Context: an optimization exercise on an open-source flow, tuned for small area. The choices shown serve that exercise and are no tape-out recipe.
Only simulation tests tie the RTL to the original design; equivalence was not proved.
Power is estimated from default activity; no workload was simulated.

### flow/design.v
`timescale 1ns/100ps
module stage(
  clock, reset, dataIn, rise, fall, validIn,
  wrMask, wrValue, wrEdge, wrConfig, config_data,
  arm, demux_mode, level,
  run, match);
input clock, reset;
input validIn;
input [31:0] dataIn;
input [31:0] rise;		 
input [31:0] fall;		 
input wrMask, wrValue, wrEdge, wrConfig;
input [31:0] config_data;
input arm;
input demux_mode;
input [1:0] level;
output run;
output match;
reg [31:0] maskRegister, valueRegister, edgeRegister;
reg [27:0] configRegister;
reg mv, vv, ev, cv;
reg validIn_dlyd;
reg [15:0] counter;
reg [31:0] shiftRegister;
reg match32Register;
reg run, match;
reg [1:0] state;
always @(posedge clock) begin
  if (wrMask) maskRegister <= config_data;
  if (wrValue) valueRegister <= config_data;
  if (wrEdge) edgeRegister <= config_data;
  if (wrConfig) configRegister <= config_data[27:0];
end
always @(posedge clock or posedge reset)
  if (reset) begin
    mv <= 1'b0; vv <= 1'b0; ev <= 1'b0; cv <= 1'b0;
  end else begin
    mv <= mv | wrMask;
    vv <= vv | wrValue;
    ev <= ev | wrEdge;
    cv <= cv | wrConfig;
  end
wire cfgStart = configRegister[27] & cv;
wire cfgSerial = configRegister[26] & cv;
wire [4:0] cfgChannel = configRegister[24:20] & {5{cv}};
wire [1:0] cfgLevel = configRegister[17:16] & {2{cv}};
wire [15:0] cfgDelay = configRegister[15:0] & {16{cv}};
always @(posedge clock)
  validIn_dlyd <= ~wrConfig & (validIn | validIn_dlyd);
wire [31:0] value = valueRegister & {32{vv}};
wire [31:0] edgeSel = edgeRegister & {32{~cfgSerial & ev}};
wire [31:0] testValue = cfgSerial ? shiftRegister : dataIn;
wire [31:0] eq = ~(testValue ^ value);
wire [31:0] prevOk = {32{validIn_dlyd}} & rise;
wire [31:0] bitMatch = ~maskRegister | (eq & (~edgeSel | prevOk));
wire matchL16 = ~mv | (&bitMatch[15:0]);
wire matchH16 = ~mv | (&bitMatch[31:16]);
always @(posedge clock)
  match32Register <= demux_mode ? (matchL16 | matchH16) : (matchL16 & matchH16);
wire serialChannelL16 = dataIn[{1'b0,cfgChannel[3:0]}];
wire serialChannelH16 = dataIn[{1'b1,cfgChannel[3:0]}];
always @(posedge clock)
  if (validIn)
    if (demux_mode)
      shiftRegister <= {shiftRegister[29:0],serialChannelH16,serialChannelL16};
    else shiftRegister <= {shiftRegister[30:0], (cfgChannel[4]) ? serialChannelH16 : serialChannelL16};
localparam [1:0] OFF = 2'h0, ARMED = 2'h1, MATCHED = 2'h2;
always @(posedge clock)
  if (state == ARMED) counter <= cfgDelay;
  else if (state == MATCHED && validIn) counter <= counter - 1'b1;
always @(posedge clock or posedge reset)
  if (reset) begin
    state <= OFF;
    match <= 1'b0;
    run <= 1'b0;
  end else begin
    match <= 1'b0;
    run <= 1'b0;
    case (state)
      OFF : if (arm) state <= ARMED;
      ARMED : if (match32Register && (level >= cfgLevel)) state <= MATCHED;
      MATCHED :
        if (validIn && ~|counter) begin
          run <= cfgStart;
          match <= ~cfgStart;
          state <= OFF;
        end
      default : ;
    endcase
  end
endmodule
`timescale 1ns/100ps
module core(
  clock, extReset,
  extTriggerIn,
  opcode, config_data, execute, indata, outputBusy,
  sampleReady50, outputSend, stableInput,
  memoryWrData, memoryRead, memoryWrite, memoryLastWrite,
  extTriggerOut, armLED,
  triggerLED, wrFlags, extTestMode);
input clock;
input extReset;
input [7:0] opcode;
input [31:0] config_data;
input execute;
input [31:0] indata;
input outputBusy;
input extTriggerIn;
output sampleReady50;
output outputSend;
output [31:0] stableInput;
output [31:0] memoryWrData;
output memoryRead;
output memoryWrite;
output memoryLastWrite;
output extTriggerOut;
output armLED;
output triggerLED;
output wrFlags;
output extTestMode;
reg resetCmd;
reg dec_trig;      
reg dec_long;      
reg dec_short;     
reg [3:0] dec_lo;
always @(posedge clock)
begin
  resetCmd <= execute & (opcode == 8'h00);
  dec_trig <= execute & (opcode[7:4] == 4'hC);
  dec_long <= execute & (opcode[7:3] == 5'b10000);
  dec_short <= execute & (opcode[7:3] == 5'b00000);
  dec_lo <= opcode[3:0];
end
wire arm_basic = dec_short & (dec_lo[2:0] == 3'd1);
wire finish_now = dec_short & (dec_lo[2:0] == 3'd5);
wire wrDivider = dec_long & (dec_lo[2:0] == 3'd0);
wire wrsize = dec_long & (dec_lo[2:0] == 3'd1);
assign wrFlags = dec_long & (dec_lo[2:0] == 3'd2);
wire wrfwd = dec_long & (dec_lo[2:0] == 3'd3);
wire wrbwd = dec_long & (dec_lo[2:0] == 3'd4);
wire [3:0] wrtrigmask, wrtrigval, wrtrigcfg, wrtrigedge;
genvar gs;
generate
  for (gs = 0; gs < 4; gs = gs + 1)
    begin : dec
      assign wrtrigmask[gs] = dec_trig & (dec_lo == 4*gs+0);
      assign wrtrigval[gs] = dec_trig & (dec_lo == 4*gs+1);
      assign wrtrigcfg[gs] = dec_trig & (dec_lo == 4*gs+2);
      assign wrtrigedge[gs] = dec_trig & (dec_lo == 4*gs+3);
    end
endgenerate
wire arm = arm_basic;
wire reset = extReset | resetCmd;
reg [3:0] reset_reg;
always @(posedge clock or posedge reset)
begin
  if (reset) reset_reg <= 4'hF;
  else reset_reg <= {reset_reg[2:0], 1'b0};
end
wire reset_core = reset_reg[3];
reg [15:0] flags_reg;
always @(posedge clock)
begin
  if (wrFlags) flags_reg <= config_data[15:0];
  if (finish_now) flags_reg[8] <= 1'b0;
end
wire demux_mode = flags_reg[0];
wire filter_mode = flags_reg[1];
wire [3:0] disabledGroups = flags_reg[5:2];
wire extClock_mode = flags_reg[6];
wire falling_edge = flags_reg[7];
wire rleEnable = flags_reg[8];
wire numberScheme = flags_reg[9];
assign extTestMode = flags_reg[10] && !numberScheme;
wire intTestMode = flags_reg[11];
wire [1:0] rle_mode = flags_reg[15:14];
wire run_basic, run;
reg sampled_extTriggerIn;
reg extTriggerOut;
always @(posedge clock)
begin
  sampled_extTriggerIn <= extTriggerIn;
  extTriggerOut <= run;
end
assign run = sampled_extTriggerIn | run_basic;
reg armLED, triggerLED;
always @(posedge clock or posedge extReset)
begin
  if (extReset) triggerLED <= 1'b0;
  else if (arm) triggerLED <= 1'b0;
  else if (run) triggerLED <= 1'b1;
end
always @(posedge clock or posedge reset)
begin
  if (reset) armLED <= 1'b0;
  else if (arm) armLED <= 1'b1;
  else if (run) armLED <= 1'b0;
end
reg sampled_intTestMode, sampled_numberScheme, dly_intTestMode;
reg [31:0] sync_indata;
reg [31:0] dly_itm180;
reg cnt_clear;
reg [7:0] cnt1;
reg [31:0] filtered;
reg [1:0] select;
reg [31:0] selectdata;
wire [31:0] cnt1w = {cnt1[3],cnt1[2],cnt1[1],cnt1[0],cnt1[7],cnt1[6],cnt1[5],cnt1[4],
                     cnt1[3],cnt1[2],cnt1[1],cnt1[0],cnt1[4],cnt1[5],cnt1[6],cnt1[7],
                     cnt1[0],cnt1[1],cnt1[2],cnt1[3],cnt1[4],cnt1[5],cnt1[6],cnt1[7],
                     cnt1};
wire [31:0] itm_indata = sampled_intTestMode ? cnt1w : sync_indata;
wire [31:0] itm_indata180 = sampled_intTestMode ? ~cnt1w : sync_indata;
wire s00 = (select == 2'b00), s01 = (select == 2'b01);
wire s10 = (select == 2'b10), s11 = (select == 2'b11);
wire s0x = ~select[1];
wire dN = s10 & sampled_numberScheme, dL = s10 & ~sampled_numberScheme;
wire T = sampled_intTestMode;
wire aLo = ~T & (s0x | dL);      
wire aHi = ~T & (s0x | dN);      
wire [31:0] cLo = {32{T}} & (({32{s00}} & cnt1w) | ({32{s01}} & ~cnt1w) | ({32{dL}} & cnt1w));
wire [31:0] cHi = {32{T}} & (({32{s00}} & cnt1w) | ({32{s01}} & ~cnt1w) | ({32{dN}} & cnt1w));
wire [31:0] next_selectdata;
assign next_selectdata[15:0] = ({16{aLo}} & sync_indata[15:0]) | cLo[15:0] |
                               ({16{dN}} & dly_itm180[31:16]) | ({16{s11}} & filtered[15:0]);
assign next_selectdata[31:16] = ({16{aHi}} & sync_indata[31:16]) | cHi[31:16] |
                                ({16{dL}} & dly_itm180[15:0]) | ({16{s11}} & filtered[31:16]);
always @(posedge clock)
begin
  sampled_intTestMode <= intTestMode;
  sampled_numberScheme <= numberScheme;
  dly_intTestMode <= sampled_intTestMode;
  sync_indata <= indata;
  dly_itm180 <= itm_indata180;
  cnt_clear <= reset_core;
  cnt1 <= cnt_clear ? 8'h00 : cnt1 + 1'b1;
  filtered <= dly_itm180 & (filtered | itm_indata | {32{~dly_intTestMode}});
  if (demux_mode) select <= 2'b10;
  else if (filter_mode) select <= 2'b11;
  else select <= {1'b0, falling_edge};
  selectdata <= next_selectdata;
end
wire [31:0] syncedInput = sampled_numberScheme ? {selectdata[15:0],selectdata[31:16]} : selectdata;
reg [31:0] stableInput;
reg stableValid;
always @(posedge clock) stableInput <= syncedInput;
always @(posedge clock or posedge reset_core)
begin
  if (reset_core) stableValid <= 1'b0;
  else stableValid <= 1'b1;
end
reg sample_valid;
reg [31:0] sample_data;
reg sampleReady50;
reg [23:0] divider;
reg [23:0] scounter;
wire scounter_zero = ~|scounter;
always @(posedge clock)
begin
  if (wrDivider) begin
    divider <= config_data[23:0];
    scounter <= config_data[23:0];
  end else if (stableValid) begin
    if (scounter_zero) scounter <= divider;
    else scounter <= scounter - 1'b1;
  end
  sample_valid <= ~wrDivider & (extClock_mode ? stableValid : (stableValid & scounter_zero));
  if (extClock_mode | (stableValid & scounter_zero)) sample_data <= stableInput;
  if (wrDivider) sampleReady50 <= 1'b0;
  else if (scounter_zero) sampleReady50 <= 1'b1;
  else if (scounter == {1'b0, divider[23:1]}) sampleReady50 <= 1'b0;
end
reg [31:0] last_sample;
always @(posedge clock) if (sample_valid) last_sample <= sample_data;
wire [31:0] rise = sample_data & ~last_sample;
wire [31:0] fall = ~sample_data & last_sample;
reg capture;
reg [1:0] levelReg;
wire [3:0] stageRun, stageMatch;
assign run_basic = |stageRun;
generate
  for (gs = 0; gs < 4; gs = gs + 1)
    begin : st
      stage stage (
        .clock(clock), .reset(reset_core), .dataIn(sample_data),
        .rise(sample_data ^ last_sample), .fall(fall), .validIn(sample_valid),
        .wrMask(wrtrigmask[gs]), .wrValue(wrtrigval[gs]), .wrEdge(wrtrigedge[gs]),
        .wrConfig(wrtrigcfg[gs]), .config_data(config_data),
        .arm(arm_basic), .level(levelReg), .demux_mode(demux_mode),
        .run(stageRun[gs]), .match(stageMatch[gs]));
    end
endgenerate
always @(posedge clock or posedge reset_core)
begin
  if (reset_core) begin
    capture <= 1'b0;
    levelReg <= 2'b00;
  end else begin
    capture <= arm | capture;
    if (|stageMatch) levelReg <= levelReg + 1'b1;
  end
end
reg [1:0] dly_valid;
reg [31:0] dly_data1, dly_data2;
always @(posedge clock)
begin
  dly_valid <= {dly_valid[0], sample_valid};
  dly_data1 <= sample_data;
  dly_data2 <= dly_data1;
end
reg [1:0] insel0, insel1;
reg insel2;
reg [31:0] aligned_data;
reg aligned_data_valid;
always @(posedge clock)
begin
  aligned_data_valid <= dly_valid[1] & capture;
  aligned_data[31:24] <= dly_data2[31:24];
  aligned_data[23:16] <= insel2 ? dly_data2[31:24] : dly_data2[23:16];
  case (insel1)
    2'h1 : aligned_data[15:8] <= dly_data2[23:16];
    2'h2 : aligned_data[15:8] <= dly_data2[31:24];
    default : aligned_data[15:8] <= dly_data2[15:8];
  endcase
  case (insel0)
    2'h1 : aligned_data[7:0] <= dly_data2[15:8];
    2'h2 : aligned_data[7:0] <= dly_data2[23:16];
    2'h3 : aligned_data[7:0] <= dly_data2[31:24];
    default : aligned_data[7:0] <= dly_data2[7:0];
  endcase
  insel0 <= 2'h0;
  insel1 <= 2'h0;
  insel2 <= 1'b0;
  case (disabledGroups)
    4'b0001 : begin insel2 <= 1'b1; insel1 <= 2'h1; insel0 <= 2'h1; end
    4'b0010 : begin insel2 <= 1'b1; insel1 <= 2'h1; end
    4'b0100 : begin insel2 <= 1'b1; end
    4'b0011 : begin insel1 <= 2'h2; insel0 <= 2'h2; end
    4'b0101 : begin insel1 <= 2'h2; insel0 <= 2'h1; end
    4'b1001 : begin insel1 <= 2'h1; insel0 <= 2'h1; end
    4'b0110 : begin insel1 <= 2'h2; end
    4'b1010 : begin insel1 <= 2'h1; end
    4'b0111 : insel0 <= 2'h3;
    4'b1011 : insel0 <= 2'h2;
    4'b1101 : insel0 <= 2'h1;
    default : ;
  endcase
end
reg [1:0] rmode;
reg [30:0] data_mask;
reg ractive, mask_flag;
reg [30:0] last_data;
reg last_valid;
reg [31:0] rle_data;
reg rle_data_valid;
reg [30:0] count;
reg [8:0] fieldcount;
reg [1:0] track;
wire count_zero = ~|count;
wire count_gt_one = track[1];
wire count_full = (count == data_mask);
wire [30:0] masked_dataIn = aligned_data[30:0] & data_mask;
wire mismatch = |(masked_dataIn ^ last_data);
wire demux_mismatch = demux_mode & (
  (rmode == 2'h1) ? (aligned_data[14:8] != aligned_data[6:0]) :
  (rmode == 2'h3) ? (aligned_data[30:16] != aligned_data[14:0]) : 1'b0);
always @(posedge clock)
begin
  rmode <= 2'h3;
  case (disabledGroups)
    4'b1110,4'b1101,4'b1011,4'b0111 : rmode <= 2'h0;
    4'b1100,4'b1010,4'b0110,4'b1001,4'b0101,4'b0011 : rmode <= 2'h1;
    4'b1000,4'b0100,4'b0010,4'b0001 : rmode <= 2'h2;
    default : ;
  endcase
  case (rmode)
    2'h0 : data_mask <= 31'h0000007F;
    2'h1 : data_mask <= demux_mode ? 31'h00007F7F : 31'h00007FFF;
    2'h2 : data_mask <= 31'h007FFFFF;
    default : data_mask <= demux_mode ? 31'h7FFF7FFF : 31'h7FFFFFFF;
  endcase
end
wire rle_emit = ractive & aligned_data_valid & last_valid &
                (~rleEnable | mismatch | demux_mismatch | count_full);
wire rle_inc = ractive & aligned_data_valid & last_valid & ~rle_emit;
always @(posedge clock or posedge reset_core)
begin
  if (reset_core) begin
    ractive <= 1'b0;
    mask_flag <= 1'b0;
  end else begin
    if (rle_emit) ractive <= rleEnable;
    else ractive <= ractive | (rleEnable & arm);
    mask_flag <= mask_flag | (rleEnable & arm);
  end
end
always @(posedge clock)
begin
  if (aligned_data_valid) last_data <= masked_dataIn;
  last_valid <= ractive & (last_valid | aligned_data_valid);
  if (rle_emit) begin
    if (!count_gt_one) rle_data <= {1'b0, last_data};
    else case (rmode)
      2'h0 : rle_data <= {24'd0, 1'b1, count[6:0]};
      2'h1 : rle_data <= {16'd0, 1'b1, count[14:0]};
      2'h2 : rle_data <= {8'd0, 1'b1, count[22:0]};
      default : rle_data <= {1'b1, count};
    endcase
  end else
    rle_data <= mask_flag ? {1'b0, masked_dataIn} : aligned_data;
  rle_data_valid <= ractive ? (rle_emit | (rle_inc & count_zero)) : aligned_data_valid;
  if (!ractive) begin
    count <= 31'd0;
    fieldcount <= 9'd0;
    track <= 2'd0;
  end else if (rle_emit) begin
    fieldcount <= fieldcount + 1'b1;
    if (mismatch || demux_mismatch || ~rle_mode[1] || (~rle_mode[0] & fieldcount[8])) begin
      count <= 31'd0;
      track <= 2'd0;
    end else begin
      count <= 31'd1;
      track <= 2'd1;
    end
  end else if (rle_inc) begin
    count <= count + 1'b1;
    if (count_zero) fieldcount <= 9'd0;
    track <= {|track, 1'b1};
  end
end
reg [1:0] dly_arm_reg;
reg dly_run;
always @(posedge clock or posedge reset_core)
begin
  if (reset_core) begin
    dly_arm_reg <= 2'b00;
    dly_run <= 1'b0;
  end else begin
    dly_arm_reg <= {dly_arm_reg[0], arm};
    dly_run <= run;
  end
end
wire dly_arm = dly_arm_reg[1];
reg [25:0] fwd, bwd;
reg outputSend;
reg memoryRead, memoryWrite, memoryLastWrite;
reg [27:0] ccounter;
reg [31:0] memoryWrData;
reg [2:0] state;
localparam [2:0] IDLE = 3'h0, SAMPLE = 3'h1, DELAY = 3'h2, READ = 3'h3, READWAIT = 3'h4;
wire ccounter_hit = (ccounter == {(state == READ) ? bwd : fwd, 2'b11});
always @(posedge clock) memoryWrData <= rle_data;
always @(posedge clock)
begin
  if (wrsize) begin
    fwd <= {10'd0, config_data[31:16]};
    bwd <= {10'd0, config_data[15:0]};
  end else if (wrfwd)
    fwd <= config_data[25:0];
  else if (wrbwd)
    bwd <= config_data[25:0];
end
always @(posedge clock or posedge reset_core)
begin
  if (reset_core) begin
    state <= IDLE;
    memoryWrite <= 1'b0;
    memoryLastWrite <= 1'b0;
    memoryRead <= 1'b0;
  end else begin
    memoryWrite <= 1'b0;
    memoryLastWrite <= 1'b0;
    memoryRead <= 1'b0;
    case (state)
      IDLE : begin
        memoryWrite <= 1'b1;
        if (dly_run) state <= DELAY;
        else if (dly_arm) state <= SAMPLE;
      end
      SAMPLE : begin
        memoryWrite <= rle_data_valid;
        if (dly_run) state <= DELAY;
      end
      DELAY :
        if (rle_data_valid) begin
          memoryWrite <= 1'b1;
          if (ccounter_hit) begin
            memoryLastWrite <= 1'b1;
            state <= READ;
          end
        end
      READ : begin
        memoryRead <= 1'b1;
        if (ccounter_hit) state <= IDLE;
        else state <= READWAIT;
      end
      READWAIT :
        if (!outputBusy && !outputSend) state <= READ;
      default : ;
    endcase
  end
end
always @(posedge clock)
begin
  outputSend <= (state == READ);
  case (state)
    IDLE, SAMPLE : ccounter <= 28'd0;
    DELAY :
      if (rle_data_valid) begin
        if (ccounter_hit) ccounter <= 28'd0;
        else ccounter <= ccounter + 1'b1;
      end
    READ :
      if (ccounter_hit) ccounter <= 28'd0;
      else ccounter <= ccounter + 1'b1;
    default : ;
  endcase
end
endmodule
### flow/flow/run.sh
#!/bin/bash
set -e
cat >> config.mk <<'EOF'
export CTS_ARGS = -sink_clustering_enable -repair_clock_nets -dont_use_dummy_load -buf_list sky130_fd_sc_hd__clkbuf_8 -sink_clustering_size 16 -sink_clustering_max_diameter 60
export BUFFER_PORTS_ARGS = -buffer_cell sky130_fd_sc_hd__buf_1
EOF
rm -rf scripts_local
cp -r "$FLOW_HOME/scripts" scripts_local
cp flow/abc_speed.script scripts_local/abc_speed.script
bash standard.sh SCRIPTS_DIR="$PWD/scripts_local" > standard.log 2>&1
### flow/flow/abc_speed.script
&get -n
&st
&dch
&nf -p -R 1000 -a
&st
&syn2
&if -g -K 6
&synch2
&nf -p -R 1000 -a
&st
&dch
&nf -p -R 1000 -a
&put
topo
dnsize -c
stime -c
### flow/standard.sh
#!/bin/bash
# synth_recipe.tcl (not shown) runs the flow's synth.tcl, then flattens the netlist and writes it again
# the make line also repeats each setting of config.mk as NAME=value (left out here)
make -C /OpenROAD-flow-scripts/flow DESIGN_CONFIG=/design/flow/config.mk WORK_HOME=/design/flow/orfs CLKGATE_MAP_FILE= SYNTH_SCRIPT=/design/flow/synth_recipe.tcl "${@:-finish}"
### flow/config.mk
export PLATFORM = sky130hd
export DESIGN_NAME = core
export DESIGN_NICKNAME = core
export VERILOG_FILES = /design/flow/design.v
export SDC_FILE = /design/flow/constraint.sdc
export NUM_CORES = 4
export LEC_CHECK = 0
export CAP_MARGIN = 20
export CORE_MARGIN = 2
export CORE_UTILIZATION = 65
export SLEW_MARGIN = 20
export CTS_ARGS = -sink_clustering_enable -repair_clock_nets -dont_use_dummy_load -buf_list sky130_fd_sc_hd__clkbuf_8 -sink_clustering_size 16 -sink_clustering_max_diameter 60
export BUFFER_PORTS_ARGS = -buffer_cell sky130_fd_sc_hd__buf_1
### flow/constraint.sdc
create_clock -name core_clock -period 6.0 [get_ports {clock}]
set_input_delay 1.2000 -clock core_clock [delete_from_list [all_inputs] [get_ports {clock}]]
set_output_delay 1.2000 -clock core_clock [all_outputs]
set_load 0.01 [all_outputs]
==> results of run 1 <==
## path summary, 6_finish.rpt
check                              start             endpoint  slack [ps]  cells past startpoint
setup / recovery           data_mask[14]        fieldcount[7]        1590                     13
hold / removal                  extReset           triggerLED         310                      2
setup reg to reg           data_mask[14]        fieldcount[7]        1590                     13
hold reg to reg            flags_reg[11]  sampled_intTestMode         310                      0
max in group asynchronous   reset_reg[3]      memoryLastWrite        4570                      2
min in group core_clock    flags_reg[11]  sampled_intTestMode         310                      0
## kinds of logic after synthesis
logic type / after synthesis / share of synthesized area
muxes: 373 / 0.0746
DFF: 1380 / 0.664
adders and majority gates: 41 / 0.00906
xor gates and xnor gates: 339 / 0.0535
AOI/OAI and AO/OA: 809 / 0.0860
other: 2 / 0.000135
buffers and inverters: 75 / 0.00507
and+or+nand+nor: 1298 / 0.108
## metal layers
| metal | vias to the layer above | routed length (um) | GRT usage | share of wire |
|---|---|---|---|---|
| li1 | 16594 | - | - | - |
| met1 | 17915 | 60700 | 0.490 | 0.41 |
| met2 | 1945 | 67700 | 0.519 | 0.45 |
| met3 | 308 | 15500 | 0.0597 | 0.10 |
| met4 | 2 | 5310 | 0.117 | 0.036 |
| met5 | - | 13 | 0 | 0.000087 |
## through the flow
step	util	power (mW)	instances
6_report	0.708	16.8	5831
5_1_grt	0.708	17.4	5829
4_1_cts	0.705	16.9	5821
3_5_place_dp	0.689	12.6	5717
3_3_place_gp	0.688	12.6	5716
2_1_floorplan	-	12.1	4317
## worst max-delay path, stage by stage (launching register included)
cell       delay, ps
dfxtp_1          540
nand2_1          170
a221oi_1         390
o2111ai_1        180
nor3_1           270
nand3_1          120
nor4b_1          720
nor2b_1          300
nor2_1           110
nand2_2          390
buf_4            490
and3_1           410
nand2_1          100
o21ai_0           90
## placed cells by master, fill, tap and decap left out, drive strengths merged, types with 111 or more instances in the layout
cell	count
a21oi	229
buf	257
clkbuf	111
dfxtp	435
edfxtp	892
mux2	176
mux2i	182
nand2	582
nor2	224
o21ai	318
xor2	235
## power breakdown
group          switching, mW  internal, mW
clock network           2.83          1.55
logic                  0.949         0.553
registers              0.335          10.6
total                   4.11          12.7
## layout make-up
type,instances,area [sq um]
timing repair buffer,264,1580
clock buffer,104,1430
sequential,1380,36800
antenna,3,7.51
inverter,74,278
fill,6084,24800
tap,1144,1430
multi-input combinational,2862,18500
==> flow_summary.json, run 1 <==
{
  "status": "complete, no violations",
  "grt_use_total": 0.338,
  "drc": 0,
  "ys_seq_area_frac": 0.664,
  "avgSynthCellArea_sq_um": 12.9,
  "place_ws_ps": 1730,
  "setup_viol": 0,
  "synthTopCellsByArea": "edfxtp_1 (48%), dfxtp_1 (16%), nand2_1 (3.9%)",
  "p_per_area_mw_per_mm2": 280,
  "hold_class": "input port to async pin",
  "viasPerCell": 6.30,
  "slew_viol_final": 0,
  "firstDrtPassIters": 7,
  "cts.sinks": 1380,
  "holdWs_ps": 309,
  "ys_top_cells_by_count": "edfxtp_1 (892), nand2_1 (582), dfxtp_1 (435)",
  "grt_pass1_wl_um": 217000,
  "cts_hold_buf": 0,
  "post-cts-setup-buffers": 0,
  "tns_ps": 0,
  "grt_max_degree": 73,
  "io_buffers": 150,
  "insertion_delay_ps": 770,
  "clk_pin_slew_worst_paths_ps": 90,
  "ios": 151,
  "syn-cell-area_sq_mm": 0.0555,
  "rows": 107,
  "die_w_um": 296,
  "ant_nets": 0,
  "max_cap_viol_count": 0,
  "ir_worst_vdd_uv": 258,
  "wl_per_cell_um": 25.6,
  "crit_arrival_ps": 5050,
  "ctsResizeCount": 0,
  "fin_nets": 4800,
  "area_delta_synth_final_pct": 8.25,
  "gp_congestion": 0.924,
  "place_area_sq_mm": 0.0584,
  "first_global_vias": 34241,
  "async_flop_share": 0.0384,
  "ys_types": 62,
  "startpoint_type": "register",
  "criticalPathCategory": "register to register",
  "post-route-cell-area_sq_mm": 0.0601,
  "drt_iter0_drc": 4635,
  "cp.required_ps": 6640,
  "htree_levels": 3,
  "syn-instance-count": 4317,
  "power.leakage_nw": 20.9,
  "rsz0062_at_grt": "no",
  "ys_warn_count": 2,
  "drive_gt1_frac": 0.0587,
  "initial_utilization": 0.654,
  "dieArea_sq_mm": 0.0877,
  "cts-root-buf": "clkbuf_8",
  "cts_tree": "built",
  "fmax_mhz": 227,
  "worst_clock_skew_ps": 74.5,
  "antenna_found_initial": 10,
  "synth_top_cell_area_share": 0.483,
  "hpwl_um": 95100,
  "synth_fp_nets": 4431,
  "tightest_slew_ps": 1170,
  "die_y_um": 296,
  "clockBufferDepth": 3,
  "cts_buffers": 104,
  "yosysTopAreaCell": "edfxtp_1",
  "finalCriticalPeriod_ps": 4410,
  "grt_overflow": 0,
  "vias": 36764,
  "hold_viol_final": 0,
  "endpoint_kind": "register",
  "post-route-period-util": 0.734,
  "wirelength_um": 149000,
  "worst-path-max-fanout": 45,
  "synth_seq_cells": 1380,
  "slew_headroom": 0.219,
  "yosysMostFrequentCell": "edfxtp_1",
  "coreArea_sq_mm": 0.0849,
  "layout_setup_ws_ps": 1590,
  "synth_edf_count": 892,
  "synthFlopType": "edfxtp_1"
}
==> run 2: changes to the inputs <==
--- a/flow/design.v
+++ b/flow/design.v
@@ -59,15 +59,21 @@
   match32Register <= demux_mode ? (matchL16 | matchH16) : (matchL16 & matchH16);
 wire serialChannelL16 = dataIn[{1'b0,cfgChannel[3:0]}];
 wire serialChannelH16 = dataIn[{1'b1,cfgChannel[3:0]}];
-always @(posedge clock)
-  if (validIn)
-    if (demux_mode)
-      shiftRegister <= {shiftRegister[29:0],serialChannelH16,serialChannelL16};
-    else shiftRegister <= {shiftRegister[30:0], (cfgChannel[4]) ? serialChannelH16 : serialChannelL16};
+wire shHold = ~validIn;
+wire shTwo = validIn & demux_mode;
+wire shOne = validIn & ~demux_mode;
+always @(posedge clock)
+  shiftRegister <= ({32{shHold}} & shiftRegister) |
+                   ({32{shTwo}} & {shiftRegister[29:0], serialChannelH16, serialChannelL16}) |
+                   ({32{shOne}} & {shiftRegister[30:0], (cfgChannel[4]) ? serialChannelH16 : serialChannelL16});
 localparam [1:0] OFF = 2'h0, ARMED = 2'h1, MATCHED = 2'h2;
+wire [15:0] borrow = {~|counter[14:0], ~|counter[13:0], ~|counter[12:0], ~|counter[11:0],
+                      ~|counter[10:0], ~|counter[9:0], ~|counter[8:0], ~|counter[7:0],
+                      ~|counter[6:0], ~|counter[5:0], ~|counter[4:0], ~|counter[3:0],
+                      ~|counter[2:0], ~|counter[1:0], ~counter[0], 1'b1};
+wire countDown = (state == MATCHED) & validIn;
 always @(posedge clock)
-  if (state == ARMED) counter <= cfgDelay;
-  else if (state == MATCHED && validIn) counter <= counter - 1'b1;
+  counter <= (state == ARMED) ? cfgDelay : counter ^ (borrow & {16{countDown}});
 always @(posedge clock or posedge reset)
   if (reset) begin
     state <= OFF;
@@ -254,15 +260,19 @@
 reg [23:0] divider;
 reg [23:0] scounter;
 wire scounter_zero = ~|scounter;
+reg [23:0] sborrow;
+integer k;
+always @*
+begin
+  sborrow[0] = 1'b1;
+  for (k = 1; k < 24; k = k + 1) sborrow[k] = sborrow[k-1] & ~scounter[k-1];
+end
 always @(posedge clock)
 begin
-  if (wrDivider) begin
-    divider <= config_data[23:0];
-    scounter <= config_data[23:0];
-  end else if (stableValid) begin
-    if (scounter_zero) scounter <= divider;
-    else scounter <= scounter - 1'b1;
-  end
+  if (wrDivider) divider <= config_data[23:0];
+  if (wrDivider) scounter <= config_data[23:0];
+  else if (stableValid & scounter_zero) scounter <= divider;
+  else scounter <= scounter ^ (sborrow & {24{stableValid}});
   sample_valid <= ~wrDivider & (extClock_mode ? stableValid : (stableValid & scounter_zero));
   if (extClock_mode | (stableValid & scounter_zero)) sample_data <= stableInput;
   if (wrDivider) sampleReady50 <= 1'b0;
@@ -382,6 +392,17 @@
 wire rle_emit = ractive & aligned_data_valid & last_valid &
                 (~rleEnable | mismatch | demux_mismatch | count_full);
 wire rle_inc = ractive & aligned_data_valid & last_valid & ~rle_emit;
+wire rle_keep1 = ~(mismatch | demux_mismatch | ~rle_mode[1] | (~rle_mode[0] & fieldcount[8]));
+reg [30:0] ccarry;
+reg [8:0] fcarry;
+integer kr;
+always @*
+begin
+  ccarry[0] = 1'b1;
+  for (kr = 1; kr < 31; kr = kr + 1) ccarry[kr] = ccarry[kr-1] & count[kr-1];
+  fcarry[0] = 1'b1;
+  for (kr = 1; kr < 9; kr = kr + 1) fcarry[kr] = fcarry[kr-1] & fieldcount[kr-1];
+end
 always @(posedge clock or posedge reset_core)
 begin
   if (reset_core) begin
@@ -408,24 +429,12 @@
   end else
     rle_data <= mask_flag ? {1'b0, masked_dataIn} : aligned_data;
   rle_data_valid <= ractive ? (rle_emit | (rle_inc & count_zero)) : aligned_data_valid;
-  if (!ractive) begin
-    count <= 31'd0;
-    fieldcount <= 9'd0;
-    track <= 2'd0;
-  end else if (rle_emit) begin
-    fieldcount <= fieldcount + 1'b1;
-    if (mismatch || demux_mismatch || ~rle_mode[1] || (~rle_mode[0] & fieldcount[8])) begin
-      count <= 31'd0;
-      track <= 2'd0;
-    end else begin
-      count <= 31'd1;
-      track <= 2'd1;
-    end
-  end else if (rle_inc) begin
-    count <= count + 1'b1;
-    if (count_zero) fieldcount <= 9'd0;
-    track <= {|track, 1'b1};
-  end
+  if (!ractive) track <= 2'd0;
+  else if (rle_emit) track <= {1'b0, rle_keep1};
+  else if (rle_inc) track <= {|track, 1'b1};
+  if (~ractive | rle_emit) count <= {30'd0, rle_emit & rle_keep1};
+  else count <= count ^ (ccarry & {31{rle_inc}});
+  fieldcount <= {9{~(~ractive | (rle_inc & count_zero))}} & (fieldcount ^ (fcarry & {9{rle_emit}}));
 end
 reg [1:0] dly_arm_reg;
 reg dly_run;
@@ -499,20 +508,18 @@
     endcase
   end
 end
+wire cc_en = ((state == DELAY) & rle_data_valid) | (state == READ);
+wire cc_clr = (state == IDLE) | (state == SAMPLE) | (cc_en & ccounter_hit);
+reg [27:0] cccarry;
+integer kc;
+always @*
+begin
+  cccarry[0] = 1'b1;
+  for (kc = 1; kc < 28; kc = kc + 1) cccarry[kc] = cccarry[kc-1] & ccounter[kc-1];
+end
 always @(posedge clock)
 begin
   outputSend <= (state == READ);
-  case (state)
-    IDLE, SAMPLE : ccounter <= 28'd0;
-    DELAY :
-      if (rle_data_valid) begin
-        if (ccounter_hit) ccounter <= 28'd0;
-        else ccounter <= ccounter + 1'b1;
-      end
-    READ :
-      if (ccounter_hit) ccounter <= 28'd0;
-      else ccounter <= ccounter + 1'b1;
-    default : ;
-  endcase
+  ccounter <= {28{~cc_clr}} & (ccounter ^ (cccarry & {28{cc_en}}));
 end
 endmodule
==> flow/flow/abc_speed.script (replaced) <==
strash
dc2
dch -f
amap -m
topo
stime -c
==> flow_summary.json, run 2 <==
{
  "coreArea_sq_mm": 0.0804,
  "grt_max_degree": 96,
  "firstDrtPassIters": 9,
  "hold_class": "register to async pin",
  "drive_gt1_frac": 0.0681,
  "rows": 104,
  "clkPwrFrac": 0.281,
  "first_global_vias": 36595,
  "slowest_stage": "edfxtp_1",
  "ir_worst_vdd_uv": 241,
  "worst_clock_skew_ps": 52.7,
  "finalPower_mw": 15.5,
  "startpoint_type": "register",
  "area_delta_synth_final_pct": 9.37,
  "hpwl_um": 102000,
  "ys_warn_count": 2,
  "p_per_area_mw_per_mm2": 270,
  "initial_utilization": 0.655,
  "crit_arrival_ps": 6460,
  "place_area_sq_mm": 0.0560,
  "finalCriticalPeriod_ps": 5780,
  "die_w_um": 289,
  "synth_edf_count": 648,
  "grt_overflow": 0,
  "criticalPathCategory": "register to register",
  "yosysMostFrequentCell": "dfxtp_1",
  "syn-instance-count": 4662,
  "fin_nets": 5198,
  "r2r-start": "last_data[5]",
  "cp-endpoint": "count[30]",
  "avgSynthCellArea_sq_um": 11.3,
  "yosysTopAreaCell": "edfxtp_1",
  "grt_use_total": 0.363,
  "async_flop_share": 0.0384,
  "wl_per_cell_um": 24.9,
  "ff2ff_path_depth": 38,
  "synth_seq_cells": 1380,
  "worstReg2RegEnd": "count[30]",
  "fmax_mhz": 173,
  "ys_top_cells_by_count": "dfxtp_1 (679), edfxtp_1 (648), clkinv_1 (631)",
  "rsz0062_at_grt": "yes",
  "place_ws_ps": -51.6,
  "startpoint": "last_data[5]",
  "io_buffers": 150,
  "synthFlopType": "dfxtp_1",
  "antenna_found_initial": 4,
  "slew_viol_final": 0,
  "cts_tree": "built",
  "power.leakage_nw": 20.3,
  "ys_types": 55,
  "worst-path-max-fanout": 3,
  "cpMostUsedCell": "nor2_2",
  "hold_viol_final": 0,
  "layout_setup_ws_ps": 220,
  "final_common_cell": "dfxtp_1",
  "seq_power_share": 0.657,
  "syn-cell-area_sq_mm": 0.0527,
  "p_switching_mw": 3.64,
  "setup_viol": 0,
  "reg2reg_slack_ps": 220,
  "post-route-cell-area_sq_mm": 0.0576,
  "synthTopCellsByArea": "edfxtp_1 (37%), dfxtp_1 (26%), clkinv_1 (4.5%)",
  "p_sw_frac": 0.234,
  "wirelength_um": 153000,
  "cp.required_ps": 6680,
  "gp_congestion": 0.944,
  "clk_pin_slew_worst_paths_ps": 110,
  "post-route-period-util": 0.963,
  "internal_power_mw": 11.9,
  "status": "complete, no violations",
  "endpoint_kind": "register",
  "synth_fp_nets": 4774,
  "cts_buffers": 104,
  "slew_headroom": 0.120,
  "htree_levels": 3,
  "combPwrFrac": 0.062,
  "synth_top_cell_area_share": 0.369,
  "max_cap_viol_count": 0,
  "cts-root-buf": "clkbuf_8",
  "layout_common_cells": "dfxtp_1 (677), edfxtp_1 (648), clkinv_1 (624)",
  "die_y_um": 289,
  "num-fill-cells": 5851,
  "drc": 0,
  "ios": 151,
  "clockBufferDepth": 3,
  "grt_pass1_wl_um": 226000,
  "viasPerCell": 6.52,
  "drt_iter0_drc": 5800,
  "vias": 40090,
  "ant_nets": 0,
  "critPathMaxStageDelay_ps": 430,
  "ys_seq_area_frac": 0.653,
  "dieArea_sq_mm": 0.0834,
  "cts.sinks": 1380,
  "tightest_slew_ps": 1310,
  "insertion_delay_ps": 770
}
## run 2: through the flow
stage | setup TNS (ps) | util | instances | hold slack [ps]
finish | 0 | 0.717 | 6146 | 234
global route | -717 | 0.717 | 6145 | 257
CTS | 0 | 0.714 | 6135 | 236
detailed placement | -51.6 | 0.696 | 6031 | 242
global placement | 0 | 0.695 | 6028 | 235
floorplan | 0 | - | 4662 | 155
## run 2: power groups by stage
stage | registers [mW] | clock network, mW | logic (mW)
detailed placement | 10.4 | 0 | 0.943
CTS | 10.2 | 4.39 | 0.947
floorplan | 10.4 | 0 | 0.556
finish | 10.2 | 4.37 | 0.967
global placement | 10.4 | 0 | 0.917
global route | 10.2 | 4.72 | 1.06
## run 2: critical path, delay by kind of cell, from the launching register on
kind                   cells  cell delay, ps
DFF                        1             430
and+or+nand+nor           30            3730
AOI/OAI and AO/OA          5            1280
buffers and inverters      3             300
## run 2: layout make-up
type | instances | area, sq um | share of cell area
clock buffer | 104 | 1430 | 0.0248
multi-input combinational | 2650 | 16200 | 0.281
timing repair buffer | 319 | 1920 | 0.0333
sequential | 1380 | 34400 | 0.597
inverter | 631 | 2370 | 0.0412
tap | 1060 | 1330 | 0.0230
antenna | 2 | 5.00 | 0.0000868
## run 2: kinds of logic after synthesis
family,share of synthesized area
AOI/OAI and AO/OA,0.209
xor gates and xnor gates,0.000665
adders and majority gates,0.00831
buffers and inverters,0.0450
DFF,0.653
other,0.000143
and+or+nand+nor,0.0845
## run 2: how the worst min path moves through the flow
stage                         from          to  slack, ps  cells past startpoint
after detailed placement  resetCmd      armLED        240                      1
final                     resetCmd      armLED        230                      1
after global routing      extReset  triggerLED        260                      2
after global placement    resetCmd      armLED        230                      1
after floorplan           resetCmd      armLED        150                      1
after CTS                 extReset  triggerLED        240                      2
## run 2: routing by layer
metal  GRT usage  up-vias  wire length, um
met3      0.0678      367            17600
met1       0.518    19063            60900
met5           0        -               15
li1            -    18355                -
met4       0.156        2             7230
met2       0.549     2303            67500
## run 2: timing repair
item	4_1_cts	5_1_grt
setup endpoints to repair	2	6
gates resized for setup	2	35
hold buffers	0	0
setup buffers	0	7
pin swaps	0	24
==> run 3: changes to the inputs <==
==> flow/flow/abc_speed.script (replaced) <==
&get -n
&st
&dch
&nf -p -R 1000 -a
&st
&syn2
&if -g -K 6
&synch2
&nf -p -R 1000 -a
&st
&dch
&nf -p -R 1000 -a
&put
topo
dnsize -c
stime -c
==> flow_summary.json, run 3 <==
{
  "io_buffers": 150,
  "insertion_delay_ps": 750,
  "ys_types": 61,
  "layout_common_cells": "nand2_1 (767), dfxtp_1 (677), edfxtp_1 (648)",
  "crit_chain": "nor2b_1, nand2_1, clkinv_1, mux2i_1, xor2_1, nand3_1, a2111oi_0, nand4_1, nor2_1, o21ai_0, o21ai_4, nor3_1",
  "rows": 104,
  "gp_congestion": 0.905,
  "ctsResizeCount": 0,
  "wirelength_um": 144000,
  "ir_worst_vdd_uv": 226,
  "critPathMaxStageDelay_ps": 920,
  "wl_per_cell_um": 24.1,
  "synth_edf_count": 648,
  "finalCriticalPeriod_ps": 4420,
  "syn-instance-count": 4588,
  "worst-path-max-fanout": 28,
  "num-fill-cells": 5910,
  "startpoint_type": "register",
  "p_per_area_mw_per_mm2": 278,
  "hold_viol_final": 0,
  "antenna_found_initial": 6,
  "syn-cell-area_sq_mm": 0.0532,
  "ant_nets": 0,
  "crit_arrival_ps": 5030,
  "power.leakage_nw": 20.9,
  "grt_overflow": 0,
  "criticalPathCategory": "register to register",
  "drc": 0,
  "dieArea_sq_mm": 0.0842,
  "worst_clock_skew_ps": 52.8,
  "clk_pin_slew_worst_paths_ps": 90,
  "slew_viol_final": 0,
  "ys_seq_area_frac": 0.646,
  "initial_utilization": 0.658,
  "status": "complete, no violations",
  "post-route-util": 0.710,
  "ios": 151,
  "synthTopCellsByArea": "edfxtp_1 (37%), dfxtp_1 (26%), nand2_1 (5.4%)",
  "hold_class": "input port to async pin",
  "ys_warn_count": 2,
  "synth_top_cell_area_share": 0.366,
  "final_common_cell": "nand2_1",
  "vias": 37239,
  "coreArea_sq_mm": 0.0808,
  "layout.cells.non_filler": 5993,
  "slowest_stage": "clkinv_1",
  "yosysTopAreaCell": "edfxtp_1",
  "setup_viol": 0,
  "synth_fp_nets": 4700,
  "yosysMostFrequentCell": "nand2_1",
  "grt_use_total": 0.338,
  "viasPerCell": 6.21,
  "tightest_slew_ps": 1140,
  "rsz0062_at_grt": "no",
  "synthFlopType": "dfxtp_1",
  "fmax_mhz": 226,
  "htree_levels": 3,
  "cp.required_ps": 6610,
  "cts_tree": "built",
  "die_y_um": 290,
  "die_w_um": 290,
  "cts-root-buf": "clkbuf_8",
  "holdWs_ps": 277,
  "cts.sinks": 1380,
  "grt_pass1_wl_um": 216000,
  "firstDrtPassIters": 6,
  "first_global_vias": 35367,
  "max_cap_viol_count": 0,
  "finalPower_mw": 16.0,
  "slew_headroom": 0.240,
  "avgSynthCellArea_sq_um": 11.6,
  "post-cts-setup-buffers": 0,
  "synth_seq_cells": 1380,
  "drt_iter0_drc": 4289,
  "area_delta_synth_final_pct": 7.91,
  "ys_top_cells_by_count": "nand2_1 (771), dfxtp_1 (679), edfxtp_1 (648)",
  "clockBufferDepth": 3,
  "fin_nets": 5045,
  "async_flop_share": 0.0384,
  "dp.cells": 5884,
  "drive_gt1_frac": 0.0495,
  "endpoint_kind": "register",
  "cts_hold_buf": 0,
  "post-route-period-util": 0.737,
  "hpwl_um": 96200,
  "cts_buffers": 104,
  "tns_ps": 0,
  "grt_max_degree": 203
}
==> run 3: cell count changes after synthesis, moves of 65 or more <==
cell | before | now
nand2_1 | 323 | 771
a222oi_1 | 120 | 1
o21ai_0 | 223 | 323
a31oi_1 | 45 | 147
mux2i_1 | 0 | 183
nand2b_1 | 0 | 84
o22ai_1 | 368 | 19
xor2_1 | 2 | 236
clkinv_1 | 631 | 55
xnor2_1 | 2 | 67
nor2_1 | 448 | 351
o211a_1 | 99 | 0
o21a_1 | 112 | 17
==> run 3: worst paths after layout <==
check	startpoint	endpoint	slack (ps)	depth (start not counted)
min reg2reg	resetCmd	armLED	290	1
max	state[1]	ccounter[17]	1580	12
min in group core_clock	dly_data1[0]	dly_data2[0]	330	0
max in group asynchronous	reset_reg[3]	mask_flag	4660	2
max reg2reg	state[1]	ccounter[17]	1580	12
min	extReset	triggerLED	280	2
==> run 3: per-stage QoR <==
stage | instance area, sq um | worst slack (ps)
global placement | 55900 | 1670
global route | 57400 | 1240
CTS | 57300 | 1540
floorplan | 53200 | -288
detailed placement | 55900 | 1530
finish | 57400 | 1580
==> run 3: final cells by class <==
cell class	count	area, sq um	area share
Clock buffer	104	1430	0.0249
Timing Repair Buffer	240	1310	0.0228
Sequential cell	1380	34400	0.599
Multi-Input combinational cell	3152	18700	0.326
Antenna cell	2	5.00	0.0000872
Tap cell	1060	1330	0.0231
Inverter	55	209	0.00364
==> run 3: cell families after synthesis <==
kind of cell             count (synthesis)  synth area share
AND/OR/NAND/NOR                       1624             0.136
flip-flops                            1380             0.646
AO/OA/AOI/OAI                          935             0.104
XOR/XNOR                               303            0.0499
multiplexers                           249            0.0505
buffers and inverters                   56           0.00395
adder cells (fa/ha/maj)                 39           0.00898
other                                    2          0.000141
==> run 3: power breakdown <==
group / switching [mW] / internal [mW]
Clock: 2.80 / 1.55
Combinational: 0.693 / 0.445
Sequential: 0.331 / 10.1
==> run 3: layer usage <==
layer | track usage | part of all wire
met4 | 0.136 | 0.043
met2 | 0.552 | 0.47
met5 | 0 | 0
met3 | 0.0497 | 0.082
met1 | 0.460 | 0.41
==> run 3: critical path, delay by kind of cell (launching register included) <==
kind	cells	cell delay (ps)
AO/OA/AOI/OAI	3	880
XOR/XNOR	1	190
flip-flops	1	500
multiplexers	1	470
AND/OR/NAND/NOR	6	1290
buffers and inverters	1	920
==> run 4: changes to the inputs <==
--- a/flow/design.v
+++ b/flow/design.v
@@ -460,13 +460,10 @@
 always @(posedge clock) memoryWrData <= rle_data;
 always @(posedge clock)
 begin
-  if (wrsize) begin
-    fwd <= {10'd0, config_data[31:16]};
-    bwd <= {10'd0, config_data[15:0]};
-  end else if (wrfwd)
-    fwd <= config_data[25:0];
-  else if (wrbwd)
-    bwd <= config_data[25:0];
+  fwd <= ({26{~(wrsize | wrfwd)}} & fwd) | ({26{wrsize}} & {10'd0, config_data[31:16]}) |
+         ({26{wrfwd}} & config_data[25:0]);
+  if (wrsize | wrbwd) bwd[15:0] <= config_data[15:0];
+  bwd[25:16] <= ({10{~(wrsize | wrbwd)}} & bwd[25:16]) | ({10{wrbwd}} & config_data[25:16]);
 end
 always @(posedge clock or posedge reset_core)
 begin
--- a/flow/flow/run.sh
+++ b/flow/flow/run.sh
@@ -3,6 +3,7 @@
 cat >> config.mk <<'EOF'
 export CTS_ARGS = -sink_clustering_enable -repair_clock_nets -dont_use_dummy_load -buf_list sky130_fd_sc_hd__clkbuf_8 -sink_clustering_size 16 -sink_clustering_max_diameter 60
 export BUFFER_PORTS_ARGS = -buffer_cell sky130_fd_sc_hd__buf_1
+export RECOVER_POWER = 100
 EOF
 rm -rf scripts_local
 cp -r "$FLOW_HOME/scripts" scripts_local
--- a/flow/config.mk
+++ b/flow/config.mk
@@ -7,7 +7,8 @@
 export LEC_CHECK = 0
 export CAP_MARGIN = 20
 export CORE_MARGIN = 2
-export CORE_UTILIZATION = 65
+export CORE_UTILIZATION = 78
 export SLEW_MARGIN = 20
 export CTS_ARGS = -sink_clustering_enable -repair_clock_nets -dont_use_dummy_load -buf_list sky130_fd_sc_hd__clkbuf_8 -sink_clustering_size 16 -sink_clustering_max_diameter 60
 export BUFFER_PORTS_ARGS = -buffer_cell sky130_fd_sc_hd__buf_1
+export RECOVER_POWER = 100
==> flow_summary.json, run 4 <==
{
  "firstDrtPassIters": 10,
  "ant_nets": 0,
  "slew_headroom": -1.86,
  "endpoint_kind": "register",
  "cts-root-buf": "clkbuf_8",
  "drc": 0,
  "clk_pin_slew_worst_paths_ps": 100,
  "drt_iter0_drc": 5628,
  "viasPerCell": 6.79,
  "htree_levels": 3,
  "ys_seq_area_frac": 0.646,
  "regArea_sq_mm": 0.0342,
  "syn-instance-count": 4595,
  "io_buffers": 150,
  "finalCriticalPeriod_ps": 5050,
  "cts_buffers": 98,
  "post-route-cell-area_sq_mm": 0.0565,
  "p_per_area_mw_per_mm2": 280,
  "synth_seq_cells": 1380,
  "clockBufferDepth": 3,
  "cp_num_buf_inv": 2,
  "ff2ff_path_depth": 4,
  "cts_hold_buf": 0,
  "ios": 151,
  "die_y_um": 265,
  "initial_utilization": 0.788,
  "drive_gt1_frac": 0.0320,
  "multiInputGateArea_sq_mm": 0.0186,
  "synth_top_family_by_area": "simple AND/OR/NAND/NOR gates",
  "fin_nets": 5045,
  "synth-xor-area-share": 0.0497,
  "status": "complete, but fails checks",
  "slew_viol_final": 1361,
  "yosysMostFrequentCell": "nand2_1",
  "hold_viol_final": 0,
  "power.leakage_nw": 20.4,
  "grt_pass1_wl_um": 223000,
  "critPathMaxStageDelay_ps": 3040,
  "cts_tree": "built",
  "gp_congestion": 0.945,
  "die_w_um": 265,
  "synthFlopType": "dfxtp_1",
  "ir_worst_vdd_uv": 256,
  "coreArea_sq_mm": 0.0673,
  "worst-path-max-fanout": 87,
  "synth_mux_area_frac": 0.0465,
  "cts.sinks": 1380,
  "max_cap_viol_count": 46,
  "wirelength_um": 149000,
  "first_global_vias": 37949,
  "tightest_slew_ps": 4290,
  "synth_top_cell_area_share": 0.358,
  "layout_common_cells": "nand2_1 (781), dfxtp_1 (691), edfxtp_1 (632)",
  "worstReg2RegEnd": "st[2].stage.shiftRegister[19]",
  "startpoint_type": "register",
  "reg2reg_slack_ps": 950,
  "grt_overflow": 0,
  "hold_class": "register to async pin",
  "crit_chain": "buf_4, clkbuf_1, nand2_1, a31oi_1",
  "antenna_found_initial": 6,
  "fmax_mhz": 198,
  "post-route-period-util": 0.841,
  "ys_types": 61,
  "final_common_cell": "nand2_1",
  "ys_warn_count": 2,
  "grt_use_total": 0.423,
  "num-fill-cells": 3732,
  "synth_edf_count": 632,
  "place_area_sq_mm": 0.0554,
  "yosysTopAreaCell": "edfxtp_1",
  "vias": 39411,
  "ctsResizeCount": 0,
  "post-cts-setup-buffers": 0,
  "violations": "capacitance limit, slew limit",
  "synthAdderAreaFrac": 0.00902,
  "rows": 95,
  "cp.required_ps": 6690,
  "avgSynthCellArea_sq_um": 11.5,
  "synthTopCellsByArea": "edfxtp_1 (36%), dfxtp_1 (26%), nand2_1 (5.6%)",
  "area_delta_synth_final_pct": 6.64,
  "post-route-util": 0.840,
  "insertion_delay_ps": 780,
  "setup_viol": 0,
  "crit_family": "buffers and inverters",
  "rsz0062_at_grt": "no",
  "r2r-start": "flags_reg[0]",
  "wl_per_cell_um": 25.7,
  "yosys.area_share.simple": 0.135,
  "finalPower_mw": 15.8,
  "dieArea_sq_mm": 0.0701,
  "slowest_stage": "clkbuf_1",
  "ys_top_cells_by_count": "nand2_1 (784), dfxtp_1 (695), edfxtp_1 (632)",
  "async_flop_share": 0.0384,
  "grt_max_degree": 93,
  "worst_clock_skew_ps": 47.9,
  "syn-cell-area_sq_mm": 0.0530,
  "criticalPathCategory": "register to register",
  "hpwl_um": 97900,
  "synth_compound_area_frac": 0.109,
  "synth_fp_nets": 4707,
  "crit_arrival_ps": 5740
}
## run 4: cell count changes after synthesis, moves of 14 or more
cell      before  now
dfxtp_1      679  695
clkinv_1      55   80
nor2_1       351  329
edfxtp_1     648  632
nand3_1       53   67
a222oi_1       1   17
nor3_1        83   65
mux2_1        56   40
## run 4: final cells by class
class                      instances  share of cell area
clock buffer                      98              0.0239
tap                              873              0.0193
sequential                      1380               0.606
multi-input combinational       3134               0.328
timing repair buffer             239              0.0175
inverter                          80             0.00536
antenna                            1           0.0000443
## run 4: logic make-up (layout without fill, tap and decap cells)
| family | count (synthesis) | in the layout |
|---|---|---|
| XOR/XNOR | 301 | 301 |
| other | 2 | 3 |
| flip-flops | 1380 | 1380 |
| AO/OA/AOI/OAI | 961 | 961 |
| buffers and inverters | 81 | 417 |
| adder cells (fa/ha/maj) | 39 | 39 |
| multiplexers | 229 | 229 |
| AND/OR/NAND/NOR | 1602 | 1602 |
## run 4: layer usage
layer / wire length, um / vias up / part of all wire / global-route usage
met3: 20400 / 604 / 0.14 / 0.0944
met2: 66700 / 2936 / 0.45 / 0.650
met5: 27 / - / 0.00018 / 0
met1: 52500 / 18635 / 0.35 / 0.568
met4: 9570 / 4 / 0.064 / 0.230
li1: - / 17232 / - / -
## run 4: power breakdown
group | switching [mW] | internal, mW | total, mW | leakage, nW
registers | 0.358 | 10.1 | 10.5 | 12.2
clock network | 2.76 | 1.46 | 4.22 | 0.705
logic | 0.691 | 0.424 | 1.12 | 7.48
## run 4: how the worst max path moves through the flow
stage / from / to / slack, ps / depth (start not counted)
6_report: flags_reg[0] / st[2].stage.shiftRegister[19] / 950 / 4
4_1_cts: state[2] / ccounter[3] / 1710 / 13
3_3_place_gp: state[2] / ccounter[26] / 1850 / 13
2_1_floorplan: flags_reg[0] / st[1].stage.shiftRegister[0] / -250 / 4
3_5_place_dp: state[2] / ccounter[3] / 1740 / 13
5_1_grt: flags_reg[0] / st[1].stage.shiftRegister[17] / 860 / 4
## run 4: stage by stage
stage                     std cells  worst slack, ps  setup TNS (ps)  hold slack [ps]
after floorplan                4595             -248           -1450              155
after global placement         5701             1850               0              206
after detailed placement       5701             1740               0              214
after CTS                      5799             1710               0              243
after global routing           5805              855               0              267
final                          5805              953               0              235
==> run 5: changes to the inputs <==
--- a/flow/flow/run.sh
+++ b/flow/flow/run.sh
@@ -3,7 +3,6 @@
 cat >> config.mk <<'EOF'
 export CTS_ARGS = -sink_clustering_enable -repair_clock_nets -dont_use_dummy_load -buf_list sky130_fd_sc_hd__clkbuf_8 -sink_clustering_size 16 -sink_clustering_max_diameter 60
 export BUFFER_PORTS_ARGS = -buffer_cell sky130_fd_sc_hd__buf_1
-export RECOVER_POWER = 100
 EOF
 rm -rf scripts_local
 cp -r "$FLOW_HOME/scripts" scripts_local
--- a/flow/config.mk
+++ b/flow/config.mk
@@ -11,4 +11,3 @@
 export SLEW_MARGIN = 20
 export CTS_ARGS = -sink_clustering_enable -repair_clock_nets -dont_use_dummy_load -buf_list sky130_fd_sc_hd__clkbuf_8 -sink_clustering_size 16 -sink_clustering_max_diameter 60
 export BUFFER_PORTS_ARGS = -buffer_cell sky130_fd_sc_hd__buf_1
-export RECOVER_POWER = 100
==> flow_summary.json, run 5 <==
{
  "fin_nets": 5045,
  "grt_pass1_wl_um": 223000,
  "slew_headroom": 0.222,
  "hpwl_um": 97900,
  "syn-instance-count": 4595,
  "clockBufferDepth": 3,
  "synth_top_cell_area_share": 0.358,
  "dp.cells": 5701,
  "startpoint": "state[2]",
  "cts_hold_buf": 0,
  "cp-endpoint": "ccounter[2]",
  "worstReg2RegEnd": "ccounter[2]",
  "grt_max_degree": 93,
  "hold_viol_final": 0,
  "die_y_um": 265,
  "avgSynthCellArea_sq_um": 11.5,
  "ys_top_cells_by_count": "nand2_1 (784), dfxtp_1 (695), edfxtp_1 (632)",
  "wirelength_um": 149000,
  "rsz0062_at_grt": "no",
  "hold_class": "register to async pin",
  "setup_viol": 0,
  "antenna_found_initial": 5,
  "slew_viol_final": 0,
  "cp.required_ps": 6630,
  "synthTopCellsByArea": "edfxtp_1 (36%), dfxtp_1 (26%), nand2_1 (5.6%)",
  "synth_seq_cells": 1380,
  "combPwrFrac": 0.071,
  "area_delta_synth_final_pct": 7.38,
  "grt_use_total": 0.423,
  "criticalPathCategory": "register to register",
  "dieArea_sq_mm": 0.0701,
  "seq_power_share": 0.662,
  "ir_worst_vdd_uv": 255,
  "synthFlopType": "dfxtp_1",
  "worst-path-max-fanout": 30,
  "drive_gt1_frac": 0.0485,
  "drc": 0,
  "yosysMostFrequentCell": "nand2_1",
  "post-cts-setup-buffers": 0,
  "ios": 151,
  "insertion_delay_ps": 780,
  "io_buffers": 150,
  "viasPerCell": 6.79,
  "p_switching_mw": 3.82,
  "cts_tree": "built",
  "ctsResizeCount": 0,
  "first_global_vias": 37949,
  "met2_length_um": 66700,
  "p_per_area_mw_per_mm2": 278,
  "ys_seq_area_frac": 0.646,
  "met3_length_um": 20200,
  "ant_nets": 0,
  "finalCriticalPeriod_ps": 4360,
  "tightest_slew_ps": 1170,
  "r2r-start": "state[2]",
  "layout.cells.non_filler": 5805,
  "p_sw_frac": 0.241,
  "cts.sinks": 1380,
  "post-route-period-util": 0.727,
  "place_area_sq_mm": 0.0554,
  "power.leakage_nw": 20.6,
  "crit_arrival_ps": 4990,
  "clkPwrFrac": 0.267,
  "reg2reg_slack_ps": 1640,
  "final_common_cell": "nand2_1",
  "worst_clock_skew_ps": 49.5,
  "htree_levels": 3,
  "wl_per_cell_um": 25.7,
  "drt-met1-wl_um": 53300,
  "startpoint_type": "register",
  "cts_buffers": 98,
  "finalPower_mw": 15.8,
  "fmax_mhz": 229,
  "firstDrtPassIters": 9,
  "ys_types": 61,
  "async_flop_share": 0.0384,
  "coreArea_sq_mm": 0.0673,
  "max_cap_viol_count": 0,
  "die_w_um": 265,
  "ys_warn_count": 2,
  "vias": 39424,
  "post-route-cell-area_sq_mm": 0.0569,
  "cts-root-buf": "clkbuf_8",
  "endpoint_kind": "register",
  "gp_congestion": 0.945,
  "layout_common_cells": "nand2_1 (780), dfxtp_1 (691), edfxtp_1 (632)",
  "initial_utilization": 0.788,
  "synth_edf_count": 632,
  "clk_pin_slew_worst_paths_ps": 100,
  "status": "complete, no violations",
  "synth_fp_nets": 4707,
  "yosysTopAreaCell": "edfxtp_1",
  "ff2ff_path_depth": 13,
  "highest_layer": "met5",
  "grt_overflow": 0,
  "internal_power_mw": 12.0,
  "rows": 95,
  "syn-cell-area_sq_mm": 0.0530,
  "drt_iter0_drc": 5904
}
-- run 5: power groups by stage --
| stage | combinational [mW] | clock (mW) | sequential [mW] |
|---|---|---|---|
| 2_1_floorplan | 0.703 | 0 | 10.6 |
| 3_3_place_gp | 1.03 | 0 | 10.7 |
| 3_5_place_dp | 1.09 | 0 | 10.7 |
| 4_1_cts | 1.10 | 4.20 | 10.5 |
| 5_1_grt | 1.22 | 4.51 | 10.5 |
| 6_report | 1.13 | 4.23 | 10.5 |
-- run 5: kinds of logic after synthesis --
family | Yosys count | share of synthesized area
compound gates | 961 | 0.109
flops | 1380 | 0.646
mux | 229 | 0.0465
other cells | 2 | 0.000142
simple gates | 1602 | 0.135
fa+ha+maj | 39 | 0.00902
buf+inv | 81 | 0.00574
xor+xnor | 301 | 0.0497
-- run 5: final cells by class --
| type | instances | area, sq um |
|---|---|---|
| Timing Repair Buffer | 239 | 1330 |
| Fill cell | 3620 | 10400 |
| Tap cell | 873 | 1090 |
| Sequential cell | 1380 | 34200 |
| Antenna cell | 1 | 2.50 |
| Multi-Input combinational cell | 3134 | 18600 |
| Clock buffer | 98 | 1350 |
| Inverter | 80 | 303 |
-- run 5: per-stage QoR --
stage / setup TNS [ps] / worst slack, ps / utilization / hold WS (ps)
CTS: 0 / 1710 / 0.844 / 243
finish: 0 / 1640 / 0.846 / 235
global route: 0 / 1310 / 0.846 / 267
global placement: 0 / 1850 / 0.824 / 206
floorplan: -1450 / -248 / - / 155
detailed placement: 0 / 1740 / 0.824 / 214
-- run 5: worst min-delay path by stage --
stage / cells past startpoint / slack, ps / end
after floorplan: 1 / 150 / armLED
after global placement: 1 / 210 / armLED
after detailed placement: 1 / 210 / armLED
after CTS: 1 / 240 / armLED
after global routing: 2 / 270 / triggerLED
final: 1 / 240 / armLED
-- run 5: metal layers --
| layer | global-route usage | vias up |
|---|---|---|
| met3 | 0.0944 | 604 |
| met5 | 0 | - |
| met4 | 0.230 | 4 |
| li1 | - | 17221 |
| met2 | 0.650 | 2821 |
| met1 | 0.568 | 18774 |
-- run 5: critical path: stages (launching register included) --
cell and delay [ps]:
dfrtp_1 470, nand2b_1 270, nor2b_4 820, mux2i_1 310, xor2_1 160, nand4_1 130, nor3_1 200, nand3_1 80
or4_1 560, nor2_1 140, o21ai_0 100, o21ai_1 540, buf_4 360, nor3_1 70
==> run 6: changes to the inputs <==
--- a/flow/design.v
+++ b/flow/design.v
@@ -460,10 +460,13 @@
 always @(posedge clock) memoryWrData <= rle_data;
 always @(posedge clock)
 begin
-  fwd <= ({26{~(wrsize | wrfwd)}} & fwd) | ({26{wrsize}} & {10'd0, config_data[31:16]}) |
-         ({26{wrfwd}} & config_data[25:0]);
-  if (wrsize | wrbwd) bwd[15:0] <= config_data[15:0];
-  bwd[25:16] <= ({10{~(wrsize | wrbwd)}} & bwd[25:16]) | ({10{wrbwd}} & config_data[25:16]);
+  if (wrsize) begin
+    fwd <= {10'd0, config_data[31:16]};
+    bwd <= {10'd0, config_data[15:0]};
+  end else if (wrfwd)
+    fwd <= config_data[25:0];
+  else if (wrbwd)
+    bwd <= config_data[25:0];
 end
 always @(posedge clock or posedge reset_core)
 begin
==> flow/flow/run.sh (replaced) <==
#!/bin/bash
set -e
cat >> config.mk <<'EOF'
export CTS_ARGS = -sink_clustering_enable -repair_clock_nets -dont_use_dummy_load -buf_list sky130_fd_sc_hd__clkbuf_4 -sink_clustering_size 10 -sink_clustering_max_diameter 40
export BUFFER_PORTS_ARGS = -buffer_cell sky130_fd_sc_hd__buf_1
EOF
rm -rf scripts_local
cp -r "$FLOW_HOME/scripts" scripts_local
cp flow/abc_speed.script scripts_local/abc_speed.script
bash standard.sh SCRIPTS_DIR="$PWD/scripts_local" > standard.log 2>&1
==> flow/config.mk (replaced) <==
export PLATFORM = sky130hd
export DESIGN_NAME = core
export DESIGN_NICKNAME = core
export VERILOG_FILES = /design/flow/design.v
export SDC_FILE = /design/flow/constraint.sdc
export NUM_CORES = 4
export LEC_CHECK = 0
export CAP_MARGIN = 20
export CORE_MARGIN = 2
export CORE_UTILIZATION = 78
export SLEW_MARGIN = 20
export CTS_ARGS = -sink_clustering_enable -repair_clock_nets -dont_use_dummy_load -buf_list sky130_fd_sc_hd__clkbuf_4 -sink_clustering_size 10 -sink_clustering_max_diameter 40
export BUFFER_PORTS_ARGS = -buffer_cell sky130_fd_sc_hd__buf_1
==> flow_summary.json, run 6 <==
{
  "status": "complete, no violations",
  "hold_class": "register to async pin",
  "critPathMaxStageDelay_ps": 860,
  "crit_chain": "nand2_1, a2111oi_0, nand4_1, nor3_1, and4_1, o311ai_0, nand3b_1, nor3_1, and4_1, and3_1, nand2_1, xor2_1, nor2_1",
  "ys_top_cells_by_count": "nand2_1 (771), dfxtp_1 (679), edfxtp_1 (648)",
  "p_switching_mw": 3.90,
  "yosysTopAreaCell": "edfxtp_1",
  "ys_types": 61,
  "async_flop_share": 0.0384,
  "drive_gt1_frac": 0.0613,
  "post-route-cell-area_sq_mm": 0.0569,
  "ir_worst_vdd_uv": 233,
  "p_per_area_mw_per_mm2": 277,
  "avgSynthCellArea_sq_um": 11.6,
  "die_w_um": 265,
  "worst-path-max-fanout": 13,
  "ant_nets": 0,
  "cts-root-buf": "clkbuf_4",
  "endpoint_kind": "register",
  "antenna_found_initial": 9,
  "syn-cell-area_sq_mm": 0.0532,
  "criticalPathCategory": "register to register",
  "worst_clock_skew_ps": 83.9,
  "initial_utilization": 0.789,
  "place_area_sq_mm": 0.0556,
  "synth_seq_cells": 1380,
  "cts_buffers": 168,
  "layout_setup_ws_ps": 1840,
  "clkPwrFrac": 0.261,
  "fmax_mhz": 240,
  "final_common_cell": "nand2_1",
  "path_depth": 13,
  "slowest_stage": "nor3_1",
  "drc": 0,
  "hpwl_um": 96300,
  "grt_max_degree": 200,
  "synthTopCellsByArea": "edfxtp_1 (37%), dfxtp_1 (26%), nand2_1 (5.4%)",
  "hold_viol_final": 0,
  "htree_levels": 4,
  "place_ws_ps": 1850,
  "ctsResizeCount": 0,
  "yosysMostFrequentCell": "nand2_1",
  "seq_power_share": 0.665,
  "combPwrFrac": 0.074,
  "synth_fp_nets": 4700,
  "insertion_delay_ps": 1060,
  "cp.required_ps": 6880,
  "rows": 95,
  "ios": 151,
  "ys_seq_area_frac": 0.646,
  "coreArea_sq_mm": 0.0674,
  "cp_num_buf_inv": 0,
  "max_cap_viol_count": 0,
  "wirelength_um": 147000,
  "cts.sinks": 1380,
  "die_y_um": 265,
  "vias": 39372,
  "io_buffers": 150,
  "first_global_vias": 37220,
  "post-route-period-util": 0.694,
  "gp_congestion": 0.966,
  "ys_warn_count": 2,
  "setup_viol": 0,
  "layout_common_cells": "nand2_1 (766), dfxtp_1 (677), edfxtp_1 (648)",
  "finalCriticalPeriod_ps": 4160,
  "tightest_slew_ps": 1190,
  "dieArea_sq_mm": 0.0703,
  "startpoint_type": "register",
  "cts_hold_buf": 1,
  "synth_top_cell_area_share": 0.366,
  "synthFlopType": "dfxtp_1"
}
==> run 6: changes by cell type in the layout (fill, tap and decap cells not counted), moves of 14 or more <==
cell,delta
clkbuf_4,+168
nand2_1,-14
clkbuf_8,-98
edfxtp_1,+16
clkinv_1,-26
a222oi_1,-16
mux2_1,+16
dfxtp_1,-14
nor3_1,+18
nor2_1,+22
nand3_1,-14
==> run 6: routing by layer <==
metal / track usage / wire length [um] / up-vias
li1: - / - / 17410
met3: 0.0963 / 21300 / 514
met2: 0.630 / 64700 / 2963
met4: 0.243 / 8930 / 2
met5: 0 / 53 / -
met1: 0.565 / 52300 / 18483
==> run 6: final timing paths <==
kind	from	end	slack (ps)
max in group asynchronous	reset_reg[3]	st[1].stage.vv	4700
worst min-delay path	reset_reg[3]	dly_run	170
worst min register to register	reset_reg[3]	dly_run	170
worst max-delay path	data_mask[29]	count[28]	1840
min in group core_clock	indata[30]	sync_indata[30]	270
worst max register to register	data_mask[29]	count[28]	1840
==> run 6: area by class of cell <==
class | instances | area [sq um]
sequential | 1380 | 34400
multi-input combinational | 3152 | 18700
fill | 3730 | 10500
clock buffer | 168 | 1260
timing repair buffer | 234 | 1250
tap | 873 | 1090
inverter | 55 | 209
antenna | 4 | 10.0
==> run 6: power by group through the flow <==
| stage | Combinational (mW) | Clock, mW | Sequential, mW |
|---|---|---|---|
| 2_1_floorplan | 0.715 | 0 | 10.6 |
| 3_3_place_gp | 1.08 | 0 | 10.7 |
| 3_5_place_dp | 1.14 | 0 | 10.7 |
| 4_1_cts | 1.14 | 4.10 | 10.5 |
| 5_1_grt | 1.28 | 4.45 | 10.5 |
| 6_report | 1.17 | 4.12 | 10.5 |
==> run 6: cells by family after synthesis <==
logic type,synth area share
AO/OA/AOI/OAI,0.104
flip-flops,0.646
adder cells (fa/ha/maj),0.00898
multiplexers,0.0505
buffers and inverters,0.00395
other,0.000141
XOR/XNOR,0.0499
AND/OR/NAND/NOR,0.136
==> run 6: metrics by stage <==
| stage | util | TNS, ps | total power, mW | cells |
|---|---|---|---|---|
| final | 0.845 | 0 | 15.8 | 5866 |
| after global routing | 0.845 | 0 | 16.3 | 5864 |
| after CTS | 0.844 | 0 | 15.7 | 5860 |
| after detailed placement | 0.825 | 0 | 11.8 | 5691 |
| after global placement | 0.825 | 0 | 11.8 | 5691 |
| after floorplan | - | -1720 | 11.3 | 4588 |

Setup slack of run 6, layout unchanged: 1.838 ns with ideal ports, 1.838 ns with driving cells assumed (clock clkbuf_16, inputs buf_2), 1.838 ns with port delays also shifted by the 1.067 ns mid clock arrival.
